Background: an optimization exercise with open tools, aiming at small area, a short achievable clock period and few clock cycles per item. Do not read the settings as production practice.
RTL that was checked went through simulation tests only; none was proved equivalent to the original.
No functional check of the RTL was part of run 4.

File: design/flow/design.v
module CordicAccelerator(
  input         clock,
  input         reset,
  input         cmd_valid,
  output        cmd_ready,
  input  [6:0]  cmd_funct,
  input  [4:0]  cmd_rd,
  input  [63:0] cmd_rs1,
  input  [63:0] cmd_rs2,
  output        resp_valid,
  input         resp_ready,
  output [4:0]  resp_rd,
  output [63:0] resp_data,
  output        busy
);
  function [31:0] addc(input [31:0] a, input [31:0] b, input c);
    reg [31:0] g, p, gg, pp, gn, pn;
    integer k, l;
    begin
      g = a & b;
      p = a ^ b;
      gg = g;
      pp = p;
      gg[0] = g[0] | (p[0] & c);
      pp[0] = 1'b0;
      for (l = 0; l < 5; l = l + 1) begin
        gn = gg;
        pn = pp;
        for (k = 0; k < 32; k = k + 1)
          if (k[l]) begin
            gn[k] = gg[k] | (pp[k] & gg[((k >> l) << l) - 1]);
            pn[k] = pp[k] & pp[((k >> l) << l) - 1];
          end
        gg = gn;
        pp = pn;
      end
      addc = p ^ {gg[30:0], c};
    end
  endfunction
  wire recirc;    
  wire [31:0] res;
  wire [4:0] end_rd;
  wire take;      
  assign cmd_ready = take;
  wire accept = cmd_valid & take;
  wire [31:0] z0 = cmd_rs2[31:0];
  wire z0_fits = (z0[31:17] == {15{z0[31]}});
  wire [17:0] zc0 = z0_fits ? z0[17:0] : {z0[31], {17{~z0[31]}}};
  wire d1 = zc0[17];
  wire [17:0] zs2 = d1 ? zc0 + 18'd51472 : zc0 - 18'd51472;
  wire [16:0] z3 = (zs2[17:16] == {2{zs2[17]}}) ? zs2[16:0] : {zs2[17], {16{~zs2[17]}}};
  wire d6 = z0[31] ? ($signed(z0) < -32'sd51472) : ($signed(z0) < 32'sd51472);
  wire [31:0] x4 = cmd_rs1[31:0];
  wire [31:0] yt5 = ((cmd_rs1[31:0] ^ {32{d1}}) + {31'd0, d1}) ^ {32{~d6}};
  reg [31:0] p1_x, p1_y;
  reg [16:0] p1_z;
  reg [4:0] p1_rd;
  reg p1_fn, p1_dn, p1_v;
  always @(posedge clock) begin
    if (reset) p1_v <= 1'b0;
    else p1_v <= accept | recirc;
    p1_x <= recirc ? res : x4;
    p1_y <= recirc ? {32{~d6}} : yt5;
    p1_z <= z3;
    p1_rd <= recirc ? end_rd : cmd_rd;
    p1_fn <= ~recirc & cmd_funct[0];
    p1_dn <= recirc;
  end
  wire d7 = p1_z[16];
  wire [16:0] zs8 = d7 ? p1_z + 17'd30386 : p1_z - 17'd30386;
  wire [15:0] z9 = (zs8[16:15] == {2{zs8[16]}}) ? zs8[15:0] : {zs8[16], {15{~zs8[16]}}};
  wire [31:0] ys12 = $signed(p1_y) >>> 1;
  wire [31:0] xs13 = $signed(p1_x) >>> 1;
  wire [31:0] x10 = addc(p1_x, ys12, ~d7);
  wire [31:0] xg15 = xs13 & {32{~p1_dn}};
  wire [31:0] u14 = addc(p1_y, ~xg15, 1'b1);
  wire [31:0] yt11 = u14 ^ {32{d7 ^ z9[15]}};
  reg [31:0] p2_x, p2_y;
  reg [4:0] p2_rd;
  reg p2_fn, p2_dn, p2_v;
  reg [15:0] p2_z;
  always @(posedge clock) begin
    if (reset) p2_v <= 1'b0;
    else p2_v <= p1_v;
    p2_x <= x10;
    p2_y <= yt11;
    p2_rd <= p1_rd;
    p2_fn <= p1_fn;
    p2_dn <= p1_dn;
    p2_z <= z9;
  end
  wire d16 = p2_z[15];
  wire [15:0] zs17 = d16 ? p2_z + 16'd16055 : p2_z - 16'd16055;
  wire [14:0] z18 = (zs17[15:14] == {2{zs17[15]}}) ? zs17[14:0] : {zs17[15], {14{~zs17[15]}}};
  wire [31:0] ys21 = $signed(p2_y) >>> 2;
  wire [31:0] xs22 = $signed(p2_x) >>> 2;
  wire [31:0] x19 = addc(p2_x, ys21, ~d16);
  wire [31:0] xg24 = xs22 & {32{~p2_dn}};
  wire [31:0] u23 = addc(p2_y, ~xg24, 1'b1);
  wire [31:0] yt20 = u23 ^ {32{d16 ^ z18[14]}};
  reg [31:0] p3_x, p3_y;
  reg [4:0] p3_rd;
  reg p3_fn, p3_dn, p3_v;
  reg [14:0] p3_z;
  always @(posedge clock) begin
    if (reset) p3_v <= 1'b0;
    else p3_v <= p2_v;
    p3_x <= x19;
    p3_y <= yt20;
    p3_rd <= p2_rd;
    p3_fn <= p2_fn;
    p3_dn <= p2_dn;
    p3_z <= z18;
  end
  wire d25 = p3_z[14];
  wire [14:0] zs26 = d25 ? p3_z + 15'd8150 : p3_z - 15'd8150;
  wire [13:0] z27 = (zs26[14:13] == {2{zs26[14]}}) ? zs26[13:0] : {zs26[14], {13{~zs26[14]}}};
  wire [31:0] ys30 = $signed(p3_y) >>> 3;
  wire [31:0] xs31 = $signed(p3_x) >>> 3;
  wire [31:0] x28 = addc(p3_x, ys30, ~d25);
  wire [31:0] xg33 = xs31 & {32{~p3_dn}};
  wire [31:0] u32 = addc(p3_y, ~xg33, 1'b1);
  wire [31:0] yt29 = u32 ^ {32{d25 ^ z27[13]}};
  reg [31:0] p4_x, p4_y;
  reg [4:0] p4_rd;
  reg p4_fn, p4_dn, p4_v;
  reg [13:0] p4_z;
  always @(posedge clock) begin
    if (reset) p4_v <= 1'b0;
    else p4_v <= p3_v;
    p4_x <= x28;
    p4_y <= yt29;
    p4_rd <= p3_rd;
    p4_fn <= p3_fn;
    p4_dn <= p3_dn;
    p4_z <= z27;
  end
  wire d34 = p4_z[13];
  wire [13:0] zs35 = d34 ? p4_z + 14'd4091 : p4_z - 14'd4091;
  wire [12:0] z36 = (zs35[13:12] == {2{zs35[13]}}) ? zs35[12:0] : {zs35[13], {12{~zs35[13]}}};
  wire [31:0] ys39 = $signed(p4_y) >>> 4;
  wire [31:0] xs40 = $signed(p4_x) >>> 4;
  wire [31:0] x37 = addc(p4_x, ys39, ~d34);
  wire [31:0] xg42 = xs40 & {32{~p4_dn}};
  wire [31:0] u41 = addc(p4_y, ~xg42, 1'b1);
  wire [31:0] yt38 = u41 ^ {32{d34 ^ z36[12]}};
  reg [31:0] p5_x, p5_y;
  reg [4:0] p5_rd;
  reg p5_fn, p5_dn, p5_v;
  reg [12:0] p5_z;
  always @(posedge clock) begin
    if (reset) p5_v <= 1'b0;
    else p5_v <= p4_v;
    p5_x <= x37;
    p5_y <= yt38;
    p5_rd <= p4_rd;
    p5_fn <= p4_fn;
    p5_dn <= p4_dn;
    p5_z <= z36;
  end
  wire d43 = p5_z[12];
  wire [12:0] zs44 = d43 ? p5_z + 13'd2047 : p5_z - 13'd2047;
  wire [11:0] z45 = (zs44[12:11] == {2{zs44[12]}}) ? zs44[11:0] : {zs44[12], {11{~zs44[12]}}};
  wire [31:0] ys48 = $signed(p5_y) >>> 5;
  wire [31:0] xs49 = $signed(p5_x) >>> 5;
  wire [31:0] x46 = addc(p5_x, ys48, ~d43);
  wire [31:0] xg51 = xs49 & {32{~p5_dn}};
  wire [31:0] u50 = addc(p5_y, ~xg51, 1'b1);
  wire [31:0] yt47 = u50 ^ {32{d43 ^ z45[11]}};
  reg [31:0] p6_x, p6_y;
  reg [4:0] p6_rd;
  reg p6_fn, p6_dn, p6_v;
  reg [11:0] p6_z;
  always @(posedge clock) begin
    if (reset) p6_v <= 1'b0;
    else p6_v <= p5_v;
    p6_x <= x46;
    p6_y <= yt47;
    p6_rd <= p5_rd;
    p6_fn <= p5_fn;
    p6_dn <= p5_dn;
    p6_z <= z45;
  end
  wire d52 = p6_z[11];
  wire [11:0] zs53 = d52 ? p6_z + 12'd1024 : p6_z - 12'd1024;
  wire [10:0] z54 = (zs53[11:10] == {2{zs53[11]}}) ? zs53[10:0] : {zs53[11], {10{~zs53[11]}}};
  wire [31:0] ys57 = $signed(p6_y) >>> 6;
  wire [31:0] xs58 = $signed(p6_x) >>> 6;
  wire [31:0] x55 = addc(p6_x, ys57, ~d52);
  wire [31:0] xg60 = xs58 & {32{~p6_dn}};
  wire [31:0] u59 = addc(p6_y, ~xg60, 1'b1);
  wire [31:0] yt56 = u59 ^ {32{d52 ^ z54[10]}};
  reg [31:0] p7_x, p7_y;
  reg [4:0] p7_rd;
  reg p7_fn, p7_dn, p7_v;
  reg [10:0] p7_z;
  always @(posedge clock) begin
    if (reset) p7_v <= 1'b0;
    else p7_v <= p6_v;
    p7_x <= x55;
    p7_y <= yt56;
    p7_rd <= p6_rd;
    p7_fn <= p6_fn;
    p7_dn <= p6_dn;
    p7_z <= z54;
  end
  wire d61 = p7_z[10];
  wire [10:0] zs62 = d61 ? p7_z + 11'd512 : p7_z - 11'd512;
  wire [9:0] z63 = (zs62[10:9] == {2{zs62[10]}}) ? zs62[9:0] : {zs62[10], {9{~zs62[10]}}};
  wire [31:0] ys66 = $signed(p7_y) >>> 7;
  wire [31:0] xs67 = $signed(p7_x) >>> 7;
  wire [31:0] x64 = addc(p7_x, ys66, ~d61);
  wire [31:0] xg69 = xs67 & {32{~p7_dn}};
  wire [31:0] u68 = addc(p7_y, ~xg69, 1'b1);
  wire [31:0] yt65 = u68 ^ {32{d61 ^ z63[9]}};
  reg [31:0] p8_x, p8_y;
  reg [4:0] p8_rd;
  reg p8_fn, p8_dn, p8_v;
  reg [9:0] p8_z;
  always @(posedge clock) begin
    if (reset) p8_v <= 1'b0;
    else p8_v <= p7_v;
    p8_x <= x64;
    p8_y <= yt65;
    p8_rd <= p7_rd;
    p8_fn <= p7_fn;
    p8_dn <= p7_dn;
    p8_z <= z63;
  end
  wire d70 = p8_z[9];
  wire [9:0] zs71 = d70 ? p8_z + 10'd256 : p8_z - 10'd256;
  wire [8:0] z72 = (zs71[9:8] == {2{zs71[9]}}) ? zs71[8:0] : {zs71[9], {8{~zs71[9]}}};
  wire [31:0] ys75 = $signed(p8_y) >>> 8;
  wire [31:0] xs76 = $signed(p8_x) >>> 8;
  wire [31:0] x73 = addc(p8_x, ys75, ~d70);
  wire [31:0] xg78 = xs76 & {32{~p8_dn}};
  wire [31:0] u77 = addc(p8_y, ~xg78, 1'b1);
  wire [31:0] yt74 = u77 ^ {32{d70 ^ z72[8]}};
  reg [31:0] p9_x, p9_y;
  reg [4:0] p9_rd;
  reg p9_fn, p9_dn, p9_v;
  reg [8:0] p9_z;
  always @(posedge clock) begin
    if (reset) p9_v <= 1'b0;
    else p9_v <= p8_v;
    p9_x <= x73;
    p9_y <= yt74;
    p9_rd <= p8_rd;
    p9_fn <= p8_fn;
    p9_dn <= p8_dn;
    p9_z <= z72;
  end
  wire d79 = p9_z[8];
  wire [8:0] zs80 = d79 ? p9_z + 9'd128 : p9_z - 9'd128;
  wire [7:0] z81 = (zs80[8:7] == {2{zs80[8]}}) ? zs80[7:0] : {zs80[8], {7{~zs80[8]}}};
  wire [31:0] ys84 = $signed(p9_y) >>> 9;
  wire [31:0] xs85 = $signed(p9_x) >>> 9;
  wire [31:0] x82 = addc(p9_x, ys84, ~d79);
  wire [31:0] xg87 = xs85 & {32{~p9_dn}};
  wire [31:0] u86 = addc(p9_y, ~xg87, 1'b1);
  wire [31:0] yt83 = u86 ^ {32{d79 ^ z81[7]}};
  reg [31:0] p10_x, p10_y;
  reg [4:0] p10_rd;
  reg p10_fn, p10_dn, p10_v;
  reg [7:0] p10_z;
  always @(posedge clock) begin
    if (reset) p10_v <= 1'b0;
    else p10_v <= p9_v;
    p10_x <= x82;
    p10_y <= yt83;
    p10_rd <= p9_rd;
    p10_fn <= p9_fn;
    p10_dn <= p9_dn;
    p10_z <= z81;
  end
  wire d88 = p10_z[7];
  wire [7:0] zs89 = d88 ? p10_z + 8'd64 : p10_z - 8'd64;
  wire [6:0] z90 = (zs89[7:6] == {2{zs89[7]}}) ? zs89[6:0] : {zs89[7], {6{~zs89[7]}}};
  wire [31:0] ys93 = $signed(p10_y) >>> 10;
  wire [31:0] xs94 = $signed(p10_x) >>> 10;
  wire [31:0] x91 = addc(p10_x, ys93, ~d88);
  wire [31:0] xg96 = xs94 & {32{~p10_dn}};
  wire [31:0] u95 = addc(p10_y, ~xg96, 1'b1);
  wire [31:0] yt92 = u95 ^ {32{d88 ^ z90[6]}};
  reg [31:0] p11_x, p11_y;
  reg [4:0] p11_rd;
  reg p11_fn, p11_dn, p11_v;
  reg [6:0] p11_z;
  always @(posedge clock) begin
    if (reset) p11_v <= 1'b0;
    else p11_v <= p10_v;
    p11_x <= x91;
    p11_y <= yt92;
    p11_rd <= p10_rd;
    p11_fn <= p10_fn;
    p11_dn <= p10_dn;
    p11_z <= z90;
  end
  wire d97 = p11_z[6];
  wire [6:0] zs98 = d97 ? p11_z + 7'd32 : p11_z - 7'd32;
  wire [5:0] z99 = (zs98[6:5] == {2{zs98[6]}}) ? zs98[5:0] : {zs98[6], {5{~zs98[6]}}};
  wire [31:0] ys102 = $signed(p11_y) >>> 11;
  wire [31:0] xs103 = $signed(p11_x) >>> 11;
  wire [31:0] x100 = addc(p11_x, ys102, ~d97);
  wire [31:0] xg105 = xs103 & {32{~p11_dn}};
  wire [31:0] u104 = addc(p11_y, ~xg105, 1'b1);
  wire [31:0] yt101 = u104 ^ {32{d97 ^ z99[5]}};
  reg [31:0] p12_x, p12_y;
  reg [4:0] p12_rd;
  reg p12_fn, p12_dn, p12_v;
  reg [5:0] p12_z;
  always @(posedge clock) begin
    if (reset) p12_v <= 1'b0;
    else p12_v <= p11_v;
    p12_x <= x100;
    p12_y <= yt101;
    p12_rd <= p11_rd;
    p12_fn <= p11_fn;
    p12_dn <= p11_dn;
    p12_z <= z99;
  end
  wire d106 = p12_z[5];
  wire [5:0] zs107 = d106 ? p12_z + 6'd16 : p12_z - 6'd16;
  wire [4:0] z108 = (zs107[5:4] == {2{zs107[5]}}) ? zs107[4:0] : {zs107[5], {4{~zs107[5]}}};
  wire [31:0] ys111 = $signed(p12_y) >>> 12;
  wire [31:0] xs112 = $signed(p12_x) >>> 12;
  wire [31:0] x109 = addc(p12_x, ys111, ~d106);
  wire [31:0] xg114 = xs112 & {32{~p12_dn}};
  wire [31:0] u113 = addc(p12_y, ~xg114, 1'b1);
  wire [31:0] yt110 = u113 ^ {32{d106 ^ z108[4]}};
  reg [31:0] p13_x, p13_y;
  reg [4:0] p13_rd;
  reg p13_fn, p13_dn, p13_v;
  reg [4:0] p13_z;
  always @(posedge clock) begin
    if (reset) p13_v <= 1'b0;
    else p13_v <= p12_v;
    p13_x <= x109;
    p13_y <= yt110;
    p13_rd <= p12_rd;
    p13_fn <= p12_fn;
    p13_dn <= p12_dn;
    p13_z <= z108;
  end
  wire d115 = p13_z[4];
  wire [4:0] zs116 = d115 ? p13_z + 5'd8 : p13_z - 5'd8;
  wire [3:0] z117 = (zs116[4:3] == {2{zs116[4]}}) ? zs116[3:0] : {zs116[4], {3{~zs116[4]}}};
  wire [31:0] ys120 = $signed(p13_y) >>> 13;
  wire [31:0] xs121 = $signed(p13_x) >>> 13;
  wire [31:0] x118 = addc(p13_x, ys120, ~d115);
  wire [31:0] xg123 = xs121 & {32{~p13_dn}};
  wire [31:0] u122 = addc(p13_y, ~xg123, 1'b1);
  wire [31:0] yt119 = u122 ^ {32{d115 ^ z117[3]}};
  reg [31:0] p14_x, p14_y;
  reg [4:0] p14_rd;
  reg p14_fn, p14_dn, p14_v;
  reg [3:0] p14_z;
  always @(posedge clock) begin
    if (reset) p14_v <= 1'b0;
    else p14_v <= p13_v;
    p14_x <= x118;
    p14_y <= yt119;
    p14_rd <= p13_rd;
    p14_fn <= p13_fn;
    p14_dn <= p13_dn;
    p14_z <= z117;
  end
  wire d124 = p14_z[3];
  wire [3:0] zs125 = d124 ? p14_z + 4'd4 : p14_z - 4'd4;
  wire [2:0] z126 = (zs125[3:2] == {2{zs125[3]}}) ? zs125[2:0] : {zs125[3], {2{~zs125[3]}}};
  wire [31:0] ys129 = $signed(p14_y) >>> 14;
  wire [31:0] xs130 = $signed(p14_x) >>> 14;
  wire [31:0] x127 = addc(p14_x, ys129, ~d124);
  wire [31:0] xg132 = xs130 & {32{~p14_dn}};
  wire [31:0] u131 = addc(p14_y, ~xg132, 1'b1);
  wire [31:0] yt128 = u131 ^ {32{d124 ^ z126[2]}};
  reg [31:0] p15_x, p15_y;
  reg [4:0] p15_rd;
  reg p15_fn, p15_dn, p15_v;
  reg [2:0] p15_z;
  always @(posedge clock) begin
    if (reset) p15_v <= 1'b0;
    else p15_v <= p14_v;
    p15_x <= x127;
    p15_y <= yt128;
    p15_rd <= p14_rd;
    p15_fn <= p14_fn;
    p15_dn <= p14_dn;
    p15_z <= z126;
  end
  wire d133 = p15_z[2];
  wire [2:0] zs134 = d133 ? p15_z + 3'd2 : p15_z - 3'd2;
  wire [1:0] z135 = (zs134[2:1] == {2{zs134[2]}}) ? zs134[1:0] : {zs134[2], {1{~zs134[2]}}};
  wire [31:0] ys138 = $signed(p15_y) >>> 15;
  wire [31:0] xs139 = $signed(p15_x) >>> 15;
  wire [31:0] x136 = addc(p15_x, ys138, ~d133);
  wire [31:0] xg141 = xs139 & {32{~p15_dn}};
  wire [31:0] u140 = addc(p15_y, ~xg141, 1'b1);
  wire [31:0] yt137 = u140 ^ {32{d133 ^ z135[1]}};
  reg [31:0] p16_x, p16_y;
  reg [4:0] p16_rd;
  reg p16_fn, p16_dn, p16_v;
  reg [1:0] p16_z;
  always @(posedge clock) begin
    if (reset) p16_v <= 1'b0;
    else p16_v <= p15_v;
    p16_x <= x136;
    p16_y <= yt137;
    p16_rd <= p15_rd;
    p16_fn <= p15_fn;
    p16_dn <= p15_dn;
    p16_z <= z135;
  end
  wire d142 = p16_z[1];
  wire [1:0] zs143 = d142 ? p16_z + 2'd1 : p16_z - 2'd1;
  wire z144 = zs143[1];
  wire [31:0] ys147 = $signed(p16_y) >>> 16;
  wire [31:0] xs148 = $signed(p16_x) >>> 16;
  wire [31:0] x145 = addc(p16_x, ys147, ~d142);
  wire [31:0] xg150 = xs148 & {32{~p16_dn}};
  wire [31:0] u149 = addc(p16_y, ~xg150, 1'b1);
  wire [31:0] yt146 = u149 ^ {32{d142 ^ z144}};
  reg [31:0] p17_x, p17_y;
  reg [4:0] p17_rd;
  reg p17_fn, p17_dn, p17_v;
  reg p17_z;
  always @(posedge clock) begin
    if (reset) p17_v <= 1'b0;
    else p17_v <= p16_v;
    p17_x <= x145;
    p17_y <= yt146;
    p17_rd <= p16_rd;
    p17_fn <= p16_fn;
    p17_dn <= p16_dn;
    p17_z <= z144;
  end
  wire d151 = p17_z;
  wire [31:0] ys154 = $signed(p17_y) >>> 17;
  wire [31:0] xs155 = $signed(p17_x) >>> 17;
  wire [31:0] x152 = addc(p17_x, ys154, ~d151);
  wire [31:0] xg157 = xs155 & {32{~p17_dn}};
  wire [31:0] u156 = addc(p17_y, ~xg157, 1'b1);
  wire [31:0] yt153 = u156 ^ {32{d151 ^ d151}};
  reg [31:0] p18_x, p18_y;
  reg [4:0] p18_rd;
  reg p18_fn, p18_dn, p18_v;
  reg p18_d;
  always @(posedge clock) begin
    if (reset) p18_v <= 1'b0;
    else p18_v <= p17_v;
    p18_x <= x152;
    p18_y <= yt153;
    p18_rd <= p17_rd;
    p18_fn <= p17_fn;
    p18_dn <= p17_dn;
    p18_d <= d151;
  end
  wire [31:0] ys160 = $signed(p18_y) >>> 18;
  wire [31:0] xs161 = $signed(p18_x) >>> 18;
  wire [31:0] x158 = addc(p18_x, ys160, ~p18_d);
  wire [31:0] xg163 = xs161 & {32{~p18_dn}};
  wire [31:0] u162 = addc(p18_y, ~xg163, 1'b1);
  wire [31:0] yt159 = u162 ^ {32{p18_d ^ p18_d}};
  reg [31:0] p19_x, p19_y;
  reg [4:0] p19_rd;
  reg p19_fn, p19_dn, p19_v;
  reg p19_d;
  always @(posedge clock) begin
    if (reset) p19_v <= 1'b0;
    else p19_v <= p18_v;
    p19_x <= x158;
    p19_y <= yt159;
    p19_rd <= p18_rd;
    p19_fn <= p18_fn;
    p19_dn <= p18_dn;
    p19_d <= p18_d;
  end
  wire [31:0] ys166 = $signed(p19_y) >>> 19;
  wire [31:0] xs167 = $signed(p19_x) >>> 19;
  wire [31:0] x164 = addc(p19_x, ys166, ~p19_d);
  wire [31:0] xg169 = xs167 & {32{~p19_dn}};
  wire [31:0] u168 = addc(p19_y, ~xg169, 1'b1);
  wire [31:0] yt165 = u168 ^ {32{p19_d ^ p19_d}};
  reg [31:0] p20_x, p20_y;
  reg [4:0] p20_rd;
  reg p20_fn, p20_dn, p20_v;
  reg p20_d;
  always @(posedge clock) begin
    if (reset) p20_v <= 1'b0;
    else p20_v <= p19_v;
    p20_x <= x164;
    p20_y <= yt165;
    p20_rd <= p19_rd;
    p20_fn <= p19_fn;
    p20_dn <= p19_dn;
    p20_d <= p19_d;
  end
  wire [31:0] ys172 = $signed(p20_y) >>> 20;
  wire [31:0] xs173 = $signed(p20_x) >>> 20;
  wire [31:0] x170 = addc(p20_x, ys172, ~p20_d);
  wire [31:0] xg175 = xs173 & {32{~p20_dn}};
  wire [31:0] u174 = addc(p20_y, ~xg175, 1'b1);
  wire [31:0] yt171 = u174 ^ {32{p20_d ^ p20_d}};
  reg [31:0] p21_x, p21_y;
  reg [4:0] p21_rd;
  reg p21_fn, p21_dn, p21_v;
  reg p21_d;
  always @(posedge clock) begin
    if (reset) p21_v <= 1'b0;
    else p21_v <= p20_v;
    p21_x <= x170;
    p21_y <= yt171;
    p21_rd <= p20_rd;
    p21_fn <= p20_fn;
    p21_dn <= p20_dn;
    p21_d <= p20_d;
  end
  wire [31:0] ys178 = $signed(p21_y) >>> 21;
  wire [31:0] xs179 = $signed(p21_x) >>> 21;
  wire [31:0] x176 = addc(p21_x, ys178, ~p21_d);
  wire [31:0] xg181 = xs179 & {32{~p21_dn}};
  wire [31:0] u180 = addc(p21_y, ~xg181, 1'b1);
  wire [31:0] yt177 = u180 ^ {32{p21_d ^ p21_d}};
  reg [31:0] p22_x, p22_y;
  reg [4:0] p22_rd;
  reg p22_fn, p22_dn, p22_v;
  reg p22_d;
  always @(posedge clock) begin
    if (reset) p22_v <= 1'b0;
    else p22_v <= p21_v;
    p22_x <= x176;
    p22_y <= yt177;
    p22_rd <= p21_rd;
    p22_fn <= p21_fn;
    p22_dn <= p21_dn;
    p22_d <= p21_d;
  end
  wire [31:0] ys184 = $signed(p22_y) >>> 22;
  wire [31:0] xs185 = $signed(p22_x) >>> 22;
  wire [31:0] x182 = addc(p22_x, ys184, ~p22_d);
  wire [31:0] xg187 = xs185 & {32{~p22_dn}};
  wire [31:0] u186 = addc(p22_y, ~xg187, 1'b1);
  wire [31:0] yt183 = u186 ^ {32{p22_d ^ p22_d}};
  reg [31:0] p23_x, p23_y;
  reg [4:0] p23_rd;
  reg p23_fn, p23_dn, p23_v;
  reg p23_d;
  always @(posedge clock) begin
    if (reset) p23_v <= 1'b0;
    else p23_v <= p22_v;
    p23_x <= x182;
    p23_y <= yt183;
    p23_rd <= p22_rd;
    p23_fn <= p22_fn;
    p23_dn <= p22_dn;
    p23_d <= p22_d;
  end
  wire [31:0] ys190 = $signed(p23_y) >>> 23;
  wire [31:0] xs191 = $signed(p23_x) >>> 23;
  wire [31:0] x188 = addc(p23_x, ys190, ~p23_d);
  wire [31:0] xg193 = xs191 & {32{~p23_dn}};
  wire [31:0] u192 = addc(p23_y, ~xg193, 1'b1);
  wire [31:0] yt189 = u192 ^ {32{p23_d ^ p23_d}};
  reg [31:0] p24_x, p24_y;
  reg [4:0] p24_rd;
  reg p24_fn, p24_dn, p24_v;
  reg p24_d;
  always @(posedge clock) begin
    if (reset) p24_v <= 1'b0;
    else p24_v <= p23_v;
    p24_x <= x188;
    p24_y <= yt189;
    p24_rd <= p23_rd;
    p24_fn <= p23_fn;
    p24_dn <= p23_dn;
    p24_d <= p23_d;
  end
  wire [31:0] ys196 = $signed(p24_y) >>> 24;
  wire [31:0] xs197 = $signed(p24_x) >>> 24;
  wire [31:0] x194 = addc(p24_x, ys196, ~p24_d);
  wire [31:0] xg199 = xs197 & {32{~p24_dn}};
  wire [31:0] u198 = addc(p24_y, ~xg199, 1'b1);
  wire [31:0] yt195 = u198 ^ {32{p24_d ^ p24_d}};
  reg [31:0] p25_x, p25_y;
  reg [4:0] p25_rd;
  reg p25_fn, p25_dn, p25_v;
  reg p25_d;
  always @(posedge clock) begin
    if (reset) p25_v <= 1'b0;
    else p25_v <= p24_v;
    p25_x <= x194;
    p25_y <= yt195;
    p25_rd <= p24_rd;
    p25_fn <= p24_fn;
    p25_dn <= p24_dn;
    p25_d <= p24_d;
  end
  wire [31:0] ys202 = $signed(p25_y) >>> 25;
  wire [31:0] xs203 = $signed(p25_x) >>> 25;
  wire [31:0] x200 = addc(p25_x, ys202, ~p25_d);
  wire [31:0] xg205 = xs203 & {32{~p25_dn}};
  wire [31:0] u204 = addc(p25_y, ~xg205, 1'b1);
  wire [31:0] yt201 = u204 ^ {32{p25_d ^ p25_d}};
  reg [31:0] p26_x, p26_y;
  reg [4:0] p26_rd;
  reg p26_fn, p26_dn, p26_v;
  reg p26_d;
  always @(posedge clock) begin
    if (reset) p26_v <= 1'b0;
    else p26_v <= p25_v;
    p26_x <= x200;
    p26_y <= yt201;
    p26_rd <= p25_rd;
    p26_fn <= p25_fn;
    p26_dn <= p25_dn;
    p26_d <= p25_d;
  end
  wire [31:0] ys208 = $signed(p26_y) >>> 26;
  wire [31:0] xs209 = $signed(p26_x) >>> 26;
  wire [31:0] x206 = addc(p26_x, ys208, ~p26_d);
  wire [31:0] xg211 = xs209 & {32{~p26_dn}};
  wire [31:0] u210 = addc(p26_y, ~xg211, 1'b1);
  wire [31:0] yt207 = u210 ^ {32{p26_d ^ p26_d}};
  reg [31:0] p27_x, p27_y;
  reg [4:0] p27_rd;
  reg p27_fn, p27_dn, p27_v;
  reg p27_d;
  always @(posedge clock) begin
    if (reset) p27_v <= 1'b0;
    else p27_v <= p26_v;
    p27_x <= x206;
    p27_y <= yt207;
    p27_rd <= p26_rd;
    p27_fn <= p26_fn;
    p27_dn <= p26_dn;
    p27_d <= p26_d;
  end
  wire [31:0] ys214 = $signed(p27_y) >>> 27;
  wire [31:0] xs215 = $signed(p27_x) >>> 27;
  wire [31:0] x212 = addc(p27_x, ys214, ~p27_d);
  wire [31:0] xg217 = xs215 & {32{~p27_dn}};
  wire [31:0] u216 = addc(p27_y, ~xg217, 1'b1);
  wire [31:0] yt213 = u216 ^ {32{p27_d ^ p27_d}};
  reg [31:0] p28_x, p28_y;
  reg [4:0] p28_rd;
  reg p28_fn, p28_dn, p28_v;
  reg p28_d;
  always @(posedge clock) begin
    if (reset) p28_v <= 1'b0;
    else p28_v <= p27_v;
    p28_x <= x212;
    p28_y <= yt213;
    p28_rd <= p27_rd;
    p28_fn <= p27_fn;
    p28_dn <= p27_dn;
    p28_d <= p27_d;
  end
  wire [31:0] ys220 = $signed(p28_y) >>> 28;
  wire [31:0] xs221 = $signed(p28_x) >>> 28;
  wire [31:0] x218 = addc(p28_x, ys220, ~p28_d);
  wire [31:0] xg223 = xs221 & {32{~p28_dn}};
  wire [31:0] u222 = addc(p28_y, ~xg223, 1'b1);
  wire [31:0] yt219 = u222 ^ {32{p28_d ^ p28_d}};
  reg [31:0] p29_x, p29_y;
  reg [4:0] p29_rd;
  reg p29_fn, p29_dn, p29_v;
  reg p29_d;
  always @(posedge clock) begin
    if (reset) p29_v <= 1'b0;
    else p29_v <= p28_v;
    p29_x <= x218;
    p29_y <= yt219;
    p29_rd <= p28_rd;
    p29_fn <= p28_fn;
    p29_dn <= p28_dn;
    p29_d <= p28_d;
  end
  wire [31:0] ys226 = $signed(p29_y) >>> 29;
  wire [31:0] xs227 = $signed(p29_x) >>> 29;
  wire [31:0] x224 = addc(p29_x, ys226, ~p29_d);
  wire [31:0] xg229 = xs227 & {32{~p29_dn}};
  wire [31:0] u228 = addc(p29_y, ~xg229, 1'b1);
  wire [31:0] yt225 = u228 ^ {32{p29_d ^ p29_d}};
  reg [31:0] p30_x, p30_y;
  reg [4:0] p30_rd;
  reg p30_fn, p30_dn, p30_v;
  reg p30_d;
  always @(posedge clock) begin
    if (reset) p30_v <= 1'b0;
    else p30_v <= p29_v;
    p30_x <= x224;
    p30_y <= yt225;
    p30_rd <= p29_rd;
    p30_fn <= p29_fn;
    p30_dn <= p29_dn;
    p30_d <= p29_d;
  end
  wire [31:0] ys232 = $signed(p30_y) >>> 30;
  wire [31:0] xs233 = $signed(p30_x) >>> 30;
  wire [31:0] x230 = addc(p30_x, ys232, ~p30_d);
  wire [31:0] xg235 = xs233 & {32{~p30_dn}};
  wire [31:0] u234 = addc(p30_y, ~xg235, 1'b1);
  wire [31:0] yt231 = u234 ^ {32{p30_d ^ p30_d}};
  reg [31:0] p31_x, p31_y;
  reg [4:0] p31_rd;
  reg p31_fn, p31_dn, p31_v;
  reg p31_d;
  always @(posedge clock) begin
    if (reset) p31_v <= 1'b0;
    else p31_v <= p30_v;
    p31_x <= x230;
    p31_y <= yt231;
    p31_rd <= p30_rd;
    p31_fn <= p30_fn;
    p31_dn <= p30_dn;
    p31_d <= p30_d;
  end
  wire [31:0] ys238 = $signed(p31_y) >>> 31;
  wire [31:0] xs239 = $signed(p31_x) >>> 31;
  wire [31:0] x236 = addc(p31_x, ys238, ~p31_d);
  wire [31:0] xg241 = xs239 & {32{~p31_dn}};
  wire [31:0] u240 = addc(p31_y, ~xg241, 1'b1);
  wire [31:0] yt237 = u240 ^ {32{p31_d ^ p31_d}};
  assign res = p31_fn ? (yt237 ^ {32{~p31_d}}) : x236;
  assign end_rd = p31_rd;
  wire end_v = p31_v;
  reg [31:0] h_data, k_data;
  reg [4:0] h_rd, k_rd;
  reg hv, kv, busy_r;
  reg blocked;
  reg [4:0] wait_n;
  wire wait_0 = (wait_n == 5'd0);
  wire push = end_v & ~(hv & kv) & (~blocked | wait_0);
  assign recirc = end_v & ~push;
  assign take = ~recirc & ~blocked;
  wire pop = hv & resp_ready;
  wire h_load = ~hv | pop;
  wire hv_n = h_load ? (kv | push) : 1'b1;
  wire kv_n = h_load ? (kv & push) : (kv | push);
  wire inflight_n = hv_n | kv_n |
      (accept | recirc) |
      p1_v |
      p2_v |
      p3_v |
      p4_v |
      p5_v |
      p6_v |
      p7_v |
      p8_v |
      p9_v |
      p10_v |
      p11_v |
      p12_v |
      p13_v |
      p14_v |
      p15_v |
      p16_v |
      p17_v |
      p18_v |
      p19_v |
      p20_v |
      p21_v |
      p22_v |
      p23_v |
      p24_v |
      p25_v |
      p26_v |
      p27_v |
      p28_v |
      p29_v |
      p30_v;
  always @(posedge clock) begin
    if (reset) begin
      hv <= 1'b0;
      kv <= 1'b0;
      busy_r <= 1'b0;
      blocked <= 1'b0;
    end else begin
      hv <= hv_n;
      kv <= kv_n;
      busy_r <= inflight_n;
      if (recirc & (~blocked | wait_0))
        blocked <= 1'b1;
      else if (push & blocked)
        blocked <= 1'b0;
    end
    if (recirc & (~blocked | wait_0))
      wait_n <= 5'd30;
    else
      wait_n <= wait_n - 5'd1;
    if (h_load) begin
      h_data <= kv ? k_data : res;
      h_rd <= kv ? k_rd : end_rd;
    end
    if (h_load ? kv : ~kv) begin
      k_data <= res;
      k_rd <= end_rd;
    end
  end
  assign resp_valid = hv;
  assign resp_rd = h_rd;
  assign resp_data = {32'h0, h_data};
  assign busy = busy_r;
endmodule
File: design/flow/run.sh
#!/bin/bash
# synth_recipe.tcl (not shown) runs the flow's synth.tcl, then flattens the netlist and writes it again
# the make line also repeats each setting of config.mk as NAME=value (left out here)
make -C /OpenROAD-flow-scripts/flow DESIGN_CONFIG=/design/flow/config.mk WORK_HOME=/design/flow/orfs CLKGATE_MAP_FILE= SYNTH_SCRIPT=/design/flow/synth_recipe.tcl finish
File: design/flow/config.mk
export PLATFORM = sky130hd
export DESIGN_NAME = CordicAccelerator
export DESIGN_NICKNAME = CordicAccelerator
export VERILOG_FILES = /design/flow/design.v
export SDC_FILE = /design/flow/constraint.sdc
export NUM_CORES = 8
export LEC_CHECK = 0
export CAP_MARGIN = 20
export CORE_MARGIN = 2
export CORE_UTILIZATION = 60
export CTS_BUF_LIST = sky130_fd_sc_hd__clkbuf_8
export CTS_CLUSTER_SIZE = 20
export SETUP_SLACK_MARGIN = 2.5
export SLEW_MARGIN = 20
File: design/flow/constraint.sdc
create_clock -name core_clock -period 6.0 [get_ports {clock}]
set_input_delay 1.2000 -clock core_clock [delete_from_list [all_inputs] [get_ports {clock}]]
set_output_delay 1.2000 -clock core_clock [all_outputs]
set_load 0.01 [all_outputs]
==> results of run 1 <==
## cells in the mapped netlist, drive strengths merged (62+ instances only)
| cell | instances |
|---|---|
| fa | 347 |
| xnor2 | 1451 |
| a211oi | 80 |
| o21ai | 563 |
| ha | 1920 |
| nand4 | 102 |
| o21bai | 190 |
| and2 | 62 |
| nand2 | 506 |
| a21oi | 1085 |
| nor3 | 221 |
| nand2b | 587 |
| xor2 | 799 |
| inv | 818 |
| a31oi | 84 |
| dfxtp | 2408 |
| clkbuf | 120 |
| and3 | 93 |
| nor2b | 143 |
| a21o | 506 |
| nor2 | 553 |
| edfxtp | 74 |
| nand3 | 197 |
| o21a | 223 |
## routing by layer
layer  up-vias  share of wire
met5         -        0.00014
met4         8          0.023
met3       582          0.049
met2      1907           0.45
met1     48710           0.47
li1      50150              -
## area by class of cell
class | instances | area (um2)
Antenna cell | 5 | 12.51
Clock buffer | 520 | 7157
Timing Repair Buffer | 396 | 3827
Sequential cell | 2482 | 50550
Clock inverter | 222 | 1769
Fill cell | 17820 | 71310
Tap cell | 3043 | 3807
Multi-Input combinational cell | 10500 | 90750
Inverter | 819 | 3136
## timing repair
item	CTS	global route
endpoints found under the setup margin	809	540
buffers inserted	121	96
resized for setup	542	513
cloned	13	5
pin swaps	165	255
## worst max-delay path, delay by kind of cell, from the launching register on
family	cells	cell delay [ps]
and+or+nand+nor	3	510
buffers and inverters	2	290
DFF	1	430
xor gates and xnor gates	4	770
AOI/OAI and AO/OA	6	1030
adders and majority gates	2	560
## worst paths after layout
check | from | endpoint | slack (ps)
setup / recovery | p2_z[15] | p3_y[14] | 2300
hold / removal | p19_fn | p20_fn | 290
setup reg to reg | p2_z[15] | p3_y[14] | 2300
hold reg to reg | p19_fn | p20_fn | 290
## through the flow
stage | instances | instance area, um2
global placement | 17000 | 145100
global route | 17990 | 161000
detailed placement | 17000 | 145100
floorplan | 13970 | 140600
finish | 17990 | 161000
CTS | 17880 | 157700
## kinds of logic (layout without fill, tap and decap cells)
group / Yosys count / after routing
muxes: 71 / 72
and+or+nand+nor: 2631 / 2635
buffers and inverters: 995 / 1957
adders and majority gates: 2267 / 2267
AOI/OAI and AO/OA: 3239 / 3239
xor gates and xnor gates: 2250 / 2254
DFF: 2482 / 2482
other: 1 / 37
==> run notes, run 1 <==
- Register bit total from synthesis: ~2500
- DRC: 0
- Dominant cell type by area after synthesis: dfxtp_1
- CTS sink count: 2482
- Final setup viols: 0
- Mapped cell area: 0.1399 mm2
- Share of the synthesized area in the top cell type: 0.3445
- Vias: 101400
- GPL Wtd Cong: 0.9165
- CTS tree: done
- Sequential element share of the synthesized area: 0.3603
- Post-DP HPWL: 252600 um
- Final Hold Viols: 0
- DRT iter0 DRCs: between 4000 and 5000
- H-tree Lvls: 5
- GR met2 Demand/Resource: 0.4435
- Area Overhead vs Synth: 15.05%
- Area contributors post-synth: dfxtp_1 34%, ha_1 17%, xnor2_1 9.1%
- Clock latency (worst-skew pair): about 1100 ps
- CP Class: reg2reg
- Async SR Flop Fraction: 0
- R2R cell count: 17
- Post-synth EDFFs: 74
- Largest net degree at the start of global routing: 67
- Post-Synthesis Cells: 13940
- WHS Path Cells: 0
- Mux cell area share after synthesis: 0.005507
- Compound-Gate Fraction of Synth Area: 0.1477
- Final #Nets: 17030
- Busiest metal layer after global routing: met2
- Slew @ Worst Pin: approximately 1100 ps
- Vias in the first global route: 103400
- I/O Buffers: 113
- Minimum clock period after layout: approximately 3700 ps
- Min Hold Slack: 290.0 ps
- WP data required: 6930 ps
- Grt ovf: 0
- Met1 GRT Util: 0.3792
- Maximum operating frequency: 0.2706 GHz
- Class of the worst hold path: reg2reg
- Avg Inst Size Synth: 10.04 um2
- Crit-path slowest cell: dfxtp_4
- Clk pin slew, worst setup/hold paths: ~60 ps
- Gr usage total: 0.2716
- Setup TNS: 0 ps
- Dpl ws: 899.0 ps
- Util after Layout: 0.6931
- Drt total wl: ~330000 um
- CP Capture Type: flip-flop
- Worst setup slack after layout: 2305 ps
- Status: timing/DRC/antenna clean
- Avg Vias per Cell: between 5 and 6
- FP Rows: 177
- Period utilization: 0.6159
- Simple-Gate Fraction of Synth Area: 0.09650
- Largest family of logic cells by synthesized area: adder cells
- Ratio of cells with drive above 1 in the final layout: 0.1206
- Routed length per instance: 18.42 um
- Leading cell type in the layout, fill and taps excluded: dfxtp_1
- Kind of start point of the critical path: flip-flop
- Post-Synth Adder-Cell Area: 0.2213
- Met3 Usage GRT: 0.03685
- Post-cts hold buffer count: 0
- DR pass1 iterations: 6
- Critical path, cell by cell: inv_12, fa_2, nor2b_2, o21ai_2, a21boi_2, o211ai_1, a21oi_2, nor3_2, o31ai_2, a21oi_2, xnor2_1, ha_2, or2_4, xnor2_4, buf_12, xor2_2, xnor2_1
- CP arrival: between 4000 and 5000 ps
- Final Slew Violations: 0
- RSZ-0062 raised after global routing: true
- Worst Skew: 93.78 ps
- Die Width: approximately 500 um
- Yosys cell types: ~100
- Core footprint: roughly 0.23 mm2
- Most frequent cells in the layout: 2353 x dfxtp_1, 1884 x ha_1, 1360 x xnor2_1
- Ports: between 200 and 250
- Full die area: approximately 0.24 mm2
- First-pass GRT wire length: about 530000 um
- Root Driver: clkbuf_8
- Clk buf depth: 4
- MaxCap Viol Count: 0
- Max FO, Critical Path: 7
- Initial antenna violation count: 11
- Final ANT Viol Nets: 0
- Rel. slew slack: 0.2306
- Initial core utilization: 0.6024
- Ys Warns: 1
- Die Height: 487.0 um
- Max stage delay on crit path: around 430 ps
- Num CTS Buffers: 425
- Ys flop type: dfxtp_1
- Synth Area in XOR/XNOR: 0.1408
Testbench counts, summed over its fixed seeds: cycles 1,856, items 1,600.
==> inputs of run 2 (changes only) <==
--- a/design/flow/config.mk
+++ b/design/flow/config.mk
@@ -6,9 +6,9 @@
 export NUM_CORES = 8
 export LEC_CHECK = 0
+export ABC_AREA = 1
 export CAP_MARGIN = 20
 export CORE_MARGIN = 2
 export CORE_UTILIZATION = 60
-export CTS_BUF_LIST = sky130_fd_sc_hd__clkbuf_8
-export CTS_CLUSTER_SIZE = 20
+export CTS_BUF_LIST = sky130_fd_sc_hd__clkbuf_4 sky130_fd_sc_hd__clkbuf_8
 export SETUP_SLACK_MARGIN = 2.5
 export SLEW_MARGIN = 20
==> run notes, run 2 <==
- Avg Inst Size Synth: 7.563 um2
- Ports: about 220
- Status: timing/DRC/antenna clean
- Post-Synth Adder-Cell Area: 0.1987
- Share of the synthesized area in the top cell type: 0.3093
- H-tree Lvls: 5
- Final Hold Viols: 0
- Most frequent cells after synthesis: 5901 x nand2_1, 2844 x inv_1, 2408 x dfxtp_1, 1920 x ha_1, 1496 x nand3_1
- Mux cell area share after synthesis: 0
- Largest net degree at the start of global routing: 69
- I/O Buffers: roughly 110
- Full die area: 0.2639 mm2
- Worst Skew: 105.5 ps
- CP arrival: 2340 ps
- Kind of start point of the critical path: flip-flop
- CP Capture Type: output port
- Initial antenna violation count: 12
- Buf/Inv on CP: 3
- Die Height: slightly above 500 um
- Vias in the first global route: 118000
- Period utilization: 0.5894
- Rel. slew slack: 0.2433
- Most common cell on crit path: nand2_2
- Ys flop type: dfxtp_1
- Gr usage total: 0.2601
- WP data required: 4800 ps
- Met3 Usage GRT: 0.03435
- GPL Wtd Cong: between 0.9 and 1
- Count leader, synth: nand2_1
- Root Driver: clkbuf_8
- RSZ-0062 raised after global routing: true
- DRC: 0
- Leading cell type in the layout, fill and taps excluded: nand2_1
- Most frequent cells in the layout: 5845 x nand2_1, 2824 x inv_1, 2397 x dfxtp_1
- Final Slew Violations: 0
- Drt total wl: 350900 um
- Routed length per instance: 14.12 um
- CP Class: reg2out
- Dominant cell type by area after synthesis: dfxtp_1
- Critical path, cell by cell: inv_2, ha_4, nand3_2, a21oi_2, nand2_2, nand2_2, inv_4, nor2_4, buf_6
- Busiest metal layer after global routing: met2
- Final ANT Viol Nets: 0
- Largest family of logic cells by synthesized area: simple AND/OR/NAND/NOR gates
- Synth Area in XOR/XNOR: 0.08042
- Clk pin slew, worst setup/hold paths: 70 ps
- Register bit total from synthesis: 2482
- CTS sink count: 2482
- Core footprint: around 0.26 mm2
- DRT iter0 DRCs: 7076
- Area contributors post-synth: dfxtp_1 31%, ha_1 15%, nand2_1 14%
- Kind of cell adding the most delay to the critical path: simple AND/OR/NAND/NOR gates
- Maximum operating frequency: 0.2828 GHz
- Final setup viols: 0
- Simple-Gate Fraction of Synth Area: 0.2363
- Post-DP HPWL: 276400 um
- Num CTS Buffers: 422
- Post-Synthesis Cells: 20610
- Avg Vias per Cell: 5.119
- Post-synth EDFFs: 74
- Clk buf depth: 4
- Area Overhead vs Synth: 10.32%
- Vias: roughly 130k
- Min Hold Slack: 303.7 ps
- DR pass1 iterations: 6
- Ys Warns: 1
- First-pass GRT wire length: between 500000 and 600000 um
- MaxCap Viol Count: 0
- Yosys cell types: 52
- Class of the worst hold path: reg2reg
- Slew @ Worst Pin: 1133 ps
- Sequential element share of the synthesized area: 0.3236
- Post-cts hold buffer count: 0
- Crit-path slowest cell: dfxtp_2
- Minimum clock period after layout: 3536 ps
- FP Rows: 187
- Clock latency (worst-skew pair): between 1000 and 1500 ps
- Initial core utilization: 0.6017
- Die Width: 513.7 um
- Max FO, Critical Path: 2
- Met1 GRT Util: 0.3570
- Setup TNS: 0 ps
- CTS tree: done
- Grt ovf: 0
- GR met2 Demand/Resource: 0.4308
- Non-Filler Instances: 24850
- Placed cell count: roughly 24000
- Compound-Gate Fraction of Synth Area: 0.08506
- Final #Nets: 23500
- Mapped cell area: 0.1559 mm2
- Worst setup slack after layout: 2464 ps
- Max stage delay on crit path: 330 ps
- Async SR Flop Fraction: 0
- Filler cells: roughly 23000
- Dpl ws: 1259 ps
- Ratio of cells with drive above 1 in the final layout: 0.05149
[run 2: cell type report]
class	count	area, um2	share of cell area
Timing Repair Buffer	246	2313	0.01345
Inverter	2858	10810	0.06285
Clock inverter	143	1639	0.009532
Timing Repair inverter	4	22.52	0.0001310
Clock buffer	631	8103	0.04712
Sequential cell	2482	50460	0.2934
Multi-Input combinational cell	15080	94340	0.5486
Tap cell	3402	4257	0.02475
Antenna cell	5	12.51	0.00007277
[run 2: kinds of logic after synthesis]
kind of cell,after synthesis
XOR/XNOR,1338
buffers and inverters,3083
adder cells (fa/ha/maj),2267
AO/OA/AOI/OAI,2395
AND/OR/NAND/NOR,9043
flip-flops,2482
other,1
[run 2: what timing repair did]
| action | 4_1_cts | 5_1_grt |
|---|---|---|
| buffers inserted | 34 | 44 |
| cloned | 2 | 7 |
| gates resized for setup | 81 | 135 |
| hold endpoints to repair | 0 | 0 |
| pin swaps | 5 | 21 |
| endpoints found under the setup margin | 353 | 385 |
[run 2: path summary, 6_finish.rpt]
check                               start        end  slack, ps  cells after the start
worst max-delay path            wait_n[1]  cmd_ready       2460                      9
worst min-delay path              p6_z[3]    p7_z[3]        300                      0
worst max register to register  wait_n[1]         hv       2490                     29
worst min register to register    p6_z[3]    p7_z[3]        300                      0
[run 2: layer usage]
metal,wire length (um),vias to the layer above
met4,8424,6
li1,-,67150
met1,168400,57280
met5,34,-
met3,16360,580
met2,157600,2174
[run 2: stage by stage]
stage | cell area (um2) | utilization
after floorplan | 156100 | -
after global placement | 160800 | 0.6206
after detailed placement | 160700 | 0.6206
after CTS | 171000 | 0.6603
after global routing | 171900 | 0.6639
final | 172000 | 0.6639
==> inputs of run 3 (changes only) <==
--- a/design/flow/config.mk
+++ b/design/flow/config.mk
@@ -6,5 +6,4 @@
 export NUM_CORES = 8
 export LEC_CHECK = 0
-export ABC_AREA = 1
 export CAP_MARGIN = 20
 export CORE_MARGIN = 2
==> run notes, run 3 <==
- Crit-path slowest cell: dfxtp_2
- Largest net degree at the start of global routing: 67
- Post-Synthesis Cells: roughly 14000
- CTS sink count: 2482
- Setup TNS: 0 ps
- Max stage delay on crit path: ~320 ps
- Ys flop type: dfxtp_1
- Worst Skew: between 90 and 100 ps
- Period utilization: 0.6138
- Async SR Flop Fraction: 0
- Clk buf depth: 4
- Area contributors post-synth: dfxtp_1 34%, ha_1 17%, xnor2_1 9.1%
- First-pass GRT wire length: 529000 um
- Core footprint: approximately 0.23 mm2
- Die Width: 487.0 um
- Clk pin slew, worst setup/hold paths: 60 ps
- Leading cell type in the layout, fill and taps excluded: dfxtp_1
- FP Rows: approximately 180
- Avg Vias per Cell: 5.633
- Initial antenna violation count: 11
- Min Hold Slack: 291.7 ps
- Count leader, synth: dfxtp_1
- Ratio of cells with drive above 1 in the final layout: 0.1260
- Most frequent cells in the layout: 2354 x dfxtp_1, 1882 x ha_1, 1369 x xnor2_1
- Gr usage total: 0.2721
- MaxCap Viol Count: 0
- Filler cells: 17750
- Class of the worst hold path: reg2reg
- Die Height: 487.0 um
- Post-synth EDFFs: 74
- Full die area: 0.2371 mm2
- Sequential element share of the synthesized area: 0.3603
- Multi-input gate area: 0.09065 mm2
- Critical path, cell by cell: inv_2, ha_4, nand3b_1, nand2_1, nand2_2, a21oi_2, or2b_4, clkinv_4, buf_12, nor2_4, buf_6
- Sequential cell area: ~0.051 mm2
- Kind of start point of the critical path: flip-flop
- Drt total wl: 331400 um
- DR pass1 iterations: 6
- Routed length per instance: around 18 um
- DRT iter0 DRCs: approximately 4700
- GPL Wtd Cong: 0.9165
- Slew @ Worst Pin: 1136 ps
- Rel. slew slack: 0.2348
- Grt ovf: 0
- CTS tree: done
- Root Driver: clkbuf_8
- Share of the synthesized area in the top cell type: 0.3445
- RSZ-0062 raised after global routing: true
- Final Slew Violations: 0
- Minimum clock period after layout: approximately 3700 ps
- Maximum operating frequency: 0.2715 GHz
- Post-cts hold buffer count: 0
- CP Class: reg2out
- Util after Layout: 0.6941
- Max FO, Critical Path: 2
- Avg Inst Size Synth: roughly 10 um2
- Status: timing/DRC/antenna clean
- Dominant cell type by area after synthesis: dfxtp_1
- Num CTS Buffers: approximately 430
- WP data required: 4800 ps
- I/O Buffers: 113
- Post-DP HPWL: 252600 um
- Clock latency (worst-skew pair): between 1000 and 1500 ps
- Ports: 216
- Area Overhead vs Synth: 15.22%
- Final setup viols: 0
- Ys Warns: 1
- Final #Nets: 17030
- Initial core utilization: 0.6024
- Register bit total from synthesis: about 2500
- Vias in the first global route: ~100k
- CP Capture Type: output port
- Mapped cell area: approximately 0.14 mm2
- DRC: 0
- Most frequent cells after synthesis: 2408 x dfxtp_1, 1920 x ha_1, 1451 x xnor2_1, 1085 x a21oi_1, 818 x inv_1
- CP arrival: 2480 ps
- H-tree Lvls: 5
- Vias: 101300
- Final ANT Viol Nets: 0
- Yosys cell types: 103
- Final Hold Viols: 0
[run 3: cell count changes after synthesis, moves of 82 or more]
cell and delta:
xnor2_1 +1006, a21o_1 +384, nand3b_1 -119, nand3_1 -1299, o21a_1 +187, o21ai_0 +218, nand2_1 -5396, nand2b_1 +587
nor2_1 -657, nand4_1 +82, and3_1 +91, nor2b_1 +143, a21oi_1 -410, inv_1 -2026
[run 3: worst paths after layout]
check	from	end	slack, ps	depth (start not counted)
max	wait_n[1]	cmd_ready	2320	11
min	p19_fn	p20_fn	290	0
max reg2reg	p2_z[15]	p3_y[2]	2410	18
min reg2reg	p19_fn	p20_fn	290	0
[run 3: final cells by class]
cell class                 instances  share of cell area
antenna                            8           0.0001242
clock buffer                     619             0.04899
clock inverter                   123            0.008667
inverter                         819             0.01945
multi-input combinational      10500              0.5622
sequential                      2482              0.3135
tap                             3043             0.02361
timing repair buffer             392             0.02352
[run 3: timing repair]
| item | CTS | global route |
|---|---|---|
| gates cloned | 13 | 5 |
| buffers inserted | 120 | 93 |
| pin swaps | 170 | 244 |
| gates resized for setup | 535 | 498 |
| setup endpoints to repair | 809 | 544 |
[run 3: critical path, delay by kind of cell, from the launching register on]
family / cells / cell delay, ps
flip-flops: 1 / 320
adder cells (fa/ha/maj): 1 / 130
buffers and inverters: 4 / 350
AND/OR/NAND/NOR: 5 / 500
AO/OA/AOI/OAI: 1 / 130
[run 3: routing by layer]
metal / GRT usage / wire [um] / vias to the layer above / part of all wire
li1: - / - / 50160 / -
met1: 0.3799 / 157100 / 48690 / 0.47
met2: 0.4441 / 150800 / 1850 / 0.46
met3: 0.03706 / 15960 / 596 / 0.048
met4: 0.06742 / 7481 / 8 / 0.023
met5: 0 / 44 / - / 0.00013
[run 3: cell families after synthesis]
kind of cell / synth area share
AOI/OAI and AO/OA: 0.1477
xor gates and xnor gates: 0.1408
adders and majority gates: 0.2213
buffers and inverters: 0.02786
DFF: 0.3603
muxes: 0.005507
other: 0.00002680
and+or+nand+nor: 0.09650
[run 3: metrics by stage]
stage                     area [um2]  cells  setup WS (ps)
after floorplan               140600  13970           1600
after global placement        145100  17000          884.5
after detailed placement      145100  17000          899.0
after CTS                     158000  17880           2270
after global routing          161200  17980           2157
final                         161200  17990           2317
==> inputs of run 4 (changes only) <==
--- a/design/flow/design.v
+++ b/design/flow/design.v
@@ -696,33 +696,17 @@
     p30_d <= p29_d;
   end
-  wire [31:0] ys232 = $signed(p30_y) >>> 30;
-  wire [31:0] xs233 = $signed(p30_x) >>> 30;
-  wire [31:0] x230 = addc(p30_x, ys232, ~p30_d);
-  wire [31:0] xg235 = xs233 & {32{~p30_dn}};
-  wire [31:0] u234 = addc(p30_y, ~xg235, 1'b1);
-  wire [31:0] yt231 = u234 ^ {32{p30_d ^ p30_d}};
-  reg [31:0] p31_x, p31_y;
-  reg [4:0] p31_rd;
-  reg p31_fn, p31_dn, p31_v;
-  reg p31_d;
-  always @(posedge clock) begin
-    if (reset) p31_v <= 1'b0;
-    else p31_v <= p30_v;
-    p31_x <= x230;
-    p31_y <= yt231;
-    p31_rd <= p30_rd;
-    p31_fn <= p30_fn;
-    p31_dn <= p30_dn;
-    p31_d <= p30_d;
-  end
-  wire [31:0] ys238 = $signed(p31_y) >>> 31;
-  wire [31:0] xs239 = $signed(p31_x) >>> 31;
-  wire [31:0] x236 = addc(p31_x, ys238, ~p31_d);
-  wire [31:0] xg241 = xs239 & {32{~p31_dn}};
-  wire [31:0] u240 = addc(p31_y, ~xg241, 1'b1);
-  wire [31:0] yt237 = u240 ^ {32{p31_d ^ p31_d}};
-  assign res = p31_fn ? (yt237 ^ {32{~p31_d}}) : x236;
-  assign end_rd = p31_rd;
-  wire end_v = p31_v;
+  wire [31:0] y30 = p30_y ^ {32{~p30_d}};
+  wire [31:0] em = p30_fn ? y30 : p30_x;
+  wire [31:0] eo = p30_fn ? p30_x : y30;
+  wire etn = ~(p30_fn ^ p30_d);   
+  wire [3:0] etm = {{2{em[31]}}, em[31:30]};
+  wire [3:0] eto = {{2{eo[31]}}, eo[31:30]};
+  wire [3:0] ev = etn ? etm : -etm;
+  wire [31:0] eo31 = eo + {{28{ev[3]}}, ev};
+  wire [3:0] eq = eto - {3'b000, eo31[31]};
+  wire [3:0] edl = p30_dn ? 4'd0 : (etn ? -eq : eq);
+  assign res = em + {{28{edl[3]}}, edl};
+  assign end_rd = p30_rd;
+  wire end_v = p30_v;
   reg [31:0] h_data, k_data;
   reg [4:0] h_rd, k_rd;
@@ -768,6 +752,5 @@
       p27_v |
       p28_v |
-      p29_v |
-      p30_v;
+      p29_v;
   always @(posedge clock) begin
     if (reset) begin
@@ -786,5 +769,5 @@
     end
     if (recirc & (~blocked | wait_0))
-      wait_n <= 5'd30;
+      wait_n <= 5'd29;
     else
       wait_n <= wait_n - 5'd1;
==> run notes, run 4 <==
- Status: complete, but fails checks
- Failed Checks: negative setup slack
- Initial core utilization: 0.6028
- MaxCap Viol Count: 0
- Sequential cell area: 0.04902 mm2
- Period utilization: 1.060
- DR pass1 iterations: 6
- Count leader, synth: dfxtp_1
- Drt total wl: 344800 um
- CP arrival: 7190 ps
- Avg Inst Size Synth: 10.17 um2
- Initial antenna violation count: 11
- WHS Path Cells: 0
- Minimum clock period after layout: about 6400 ps
- Filler cells: 17340
- DRC: 0
- Worst setup slack after layout: -360.1 ps
- Vias: 96820
- Post-Synthesis Cells: 13300
- DRT iter0 DRCs: around 4400
- RSZ-0062 raised after global routing: true
- Crit-path slowest cell: dfxtp_4
- Post-DP HPWL: 275400 um
- Multi-input gate area: 0.08521 mm2
- Full die area: ~0.23 mm2
- Share of the synthesized area in the top cell type: 0.3455
- Die Height: 478.9 um
- Final #Nets: ~16000
- R2R cell count: 39
- Final ANT Viol Nets: 0
- Ports: 216
- Final setup viols: 55
- Async SR Flop Fraction: 0
- Most frequent cells after synthesis: 2335 x dfxtp_1, 1867 x ha_1, 1357 x xnor2_1, 880 x a21oi_1, 751 x nor2_1
- CTS sink count: 2409
- Most common cell on crit path: ha_4
- Leading cell type in the layout, fill and taps excluded: dfxtp_1
- Register bit total from synthesis: between 2000 and 2500
- Rel. slew slack: 0.2750
- Area Overhead vs Synth: 12.97%
- Vias in the first global route: approximately 100000
- Root Driver: clkbuf_8
- Sequential element share of the synthesized area: 0.3619
- Ratio of cells with drive above 1 in the final layout: 0.1056
- CTS tree: done
- Gr usage total: 0.2951
- Core footprint: 0.2245 mm2
- CP Class: reg2reg
- Setup TNS: -10890 ps
- Clock latency (worst-skew pair): 1110 ps
- Worst Skew: 70.08 ps
- Area contributors post-synth: dfxtp_1 35%, ha_1 17%, xnor2_1 8.8%
- Ys Warns: 1
- WP data required: 6830 ps
- Slew @ Worst Pin: 1086 ps
- Routed length per instance: 20.00 um
- First-pass GRT wire length: 537300 um
- Num CTS Buffers: 405
- Clk buf depth: 4
- Final Hold Viols: 0
- Dominant cell type by area after synthesis: dfxtp_1
- Ys flop type: dfxtp_1
- Min Hold Slack: between 200 and 300 ps
- Kind of start point of the critical path: flip-flop
- Mapped cell area: around 0.14 mm2
- Max stage delay on crit path: 390 ps
- Class of the worst hold path: reg2reg
- Die Width: 478.9 um
- FP Rows: approximately 170
- Max FO, Critical Path: 8
- Grt ovf: 0
- Final Slew Violations: 0
- Maximum operating frequency: 0.1572 GHz
- Largest net degree at the start of global routing: between 80 and 90
- Clk pin slew, worst setup/hold paths: 60 ps
- Most frequent cells in the layout: 2318 x dfxtp_1, 1838 x ha_1, 1297 x xnor2_1
- Post-synth EDFFs: 74
- GPL Wtd Cong: 0.9541
- Avg Vias per Cell: ~5.6
- H-tree Lvls: 5
- I/O Buffers: 113
- Yosys cell types: 96
- CP Capture Type: flip-flop
-- run 4: changes by cell type after synthesis, moves of 57 or more --
cell | previous run | this run
inv_1 | 818 | 657
o21ai_0 | 557 | 497
nand2b_1 | 587 | 523
dfxtp_1 | 2408 | 2335
xnor2_1 | 1451 | 1357
xor2_1 | 799 | 732
o21ai_1 | 6 | 63
nand3_1 | 197 | 89
and3_1 | 91 | 28
nand2_1 | 505 | 433
nor2_1 | 552 | 751
a21oi_1 | 1085 | 880
-- run 4: metal layers --
layer / up-vias / GRT usage / part of all wire
met3: 886 / 0.03814 / 0.035
met5: - / 0 / 0.00011
met4: 6 / 0.1569 / 0.059
met2: 1889 / 0.5377 / 0.51
li1: 47870 / - / -
met1: 46170 / 0.3341 / 0.40
-- run 4: layout make-up --
cell class,instances,area share
clock inverters,128,0.01012
repair buffers,372,0.02149
inverters,674,0.01676
clock buffers,584,0.04882
flip-flops and latches,2409,0.3207
well taps,2992,0.02449
multi-input cells,10070,0.5574
diodes,12,0.0001965
-- run 4: logic make-up after synthesis --
family,synth area share
xor gates and xnor gates,0.1352
muxes,0.008591
and+or+nand+nor,0.1025
buffers and inverters,0.02476
DFF,0.3619
adders and majority gates,0.2209
AOI/OAI and AO/OA,0.1461
other,0.00002772
-- run 4: critical path, delay by kind of cell (launching register included) --
| kind | cells | cell delay, ps |
|---|---|---|
| AO/OA/AOI/OAI | 16 | 2380 |
| XOR/XNOR | 4 | 660 |
| adder cells (fa/ha/maj) | 6 | 1320 |
| buffers and inverters | 6 | 740 |
| flip-flops | 1 | 390 |
| multiplexers | 1 | 190 |
| AND/OR/NAND/NOR | 6 | 440 |
-- run 4: per-stage QoR --
step	utilization	cells	setup WS [ps]	instance area (um2)
after global routing	0.6809	17240	-670.1	152800
final	0.6810	17240	-360.1	152900
after global placement	0.6324	16450	-724.5	141900
after detailed placement	0.6324	16450	-669.2	141900
after CTS	0.6751	17170	-367.9	151500
after floorplan	-	13330	-456.3	136500
-- run 4: what timing repair did --
action                                  CTS  global route
endpoints found under the setup margin  946          1199
pin swaps                                91           106
hold buffers                              0             0
buffers inserted                         14            52
cloned                                    0             4
resized for setup                        92           186
-- run 4: path summary, 6_finish.rpt --
kind,startpoint,end,slack (ps)
worst max register to register,p30_d,h_data[30],-360
worst max-delay path,p30_d,h_data[30],-360
worst min register to register,p5_rd[1],p6_rd[1],270
worst min-delay path,p5_rd[1],p6_rd[1],270

[afterwards: timing with drivers on the ports]
No port has a modelled driver above. Below, the same layouts with a new extraction and two added sets of constraints.
Step 1 (the two cells are an assumption about what drives the block):
set clk [get_ports {clock}]
set_driving_cell -lib_cell sky130_fd_sc_hd__clkbuf_16 $clk
set_driving_cell -lib_cell sky130_fd_sc_hd__buf_2 [delete_from_list [all_inputs] $clk]
Step 2 also shifts input and output timing later by t, the mid clock arrival at the registers, as if the neighbouring blocks saw the same clock.
Three values: no drivers, after step 1, after step 2; two values: the first two.
run	shift t [ns]	slack for setup (ns)	worst register clock-pin slew, ns	worst data-port slew with drivers (ns)	pins driven straight from the clock port
run 1	1.147	2.305 / 2.235 / 1.464	0.07 / 0.07	0.11	1
run 2	1.168	2.464 / 2.365 / 1.623	0.07 / 0.07	0.05	1
run 3	1.151	2.317 / 2.228 / 1.469	0.07 / 0.07	0.10	1
run 4	1.157	-0.360 / -0.360 / -0.360	0.07 / 0.07	0.15	1
The setup slack of run 3, which loses most, moves by -0.089 ns with the drivers and by -0.848 ns with both steps.
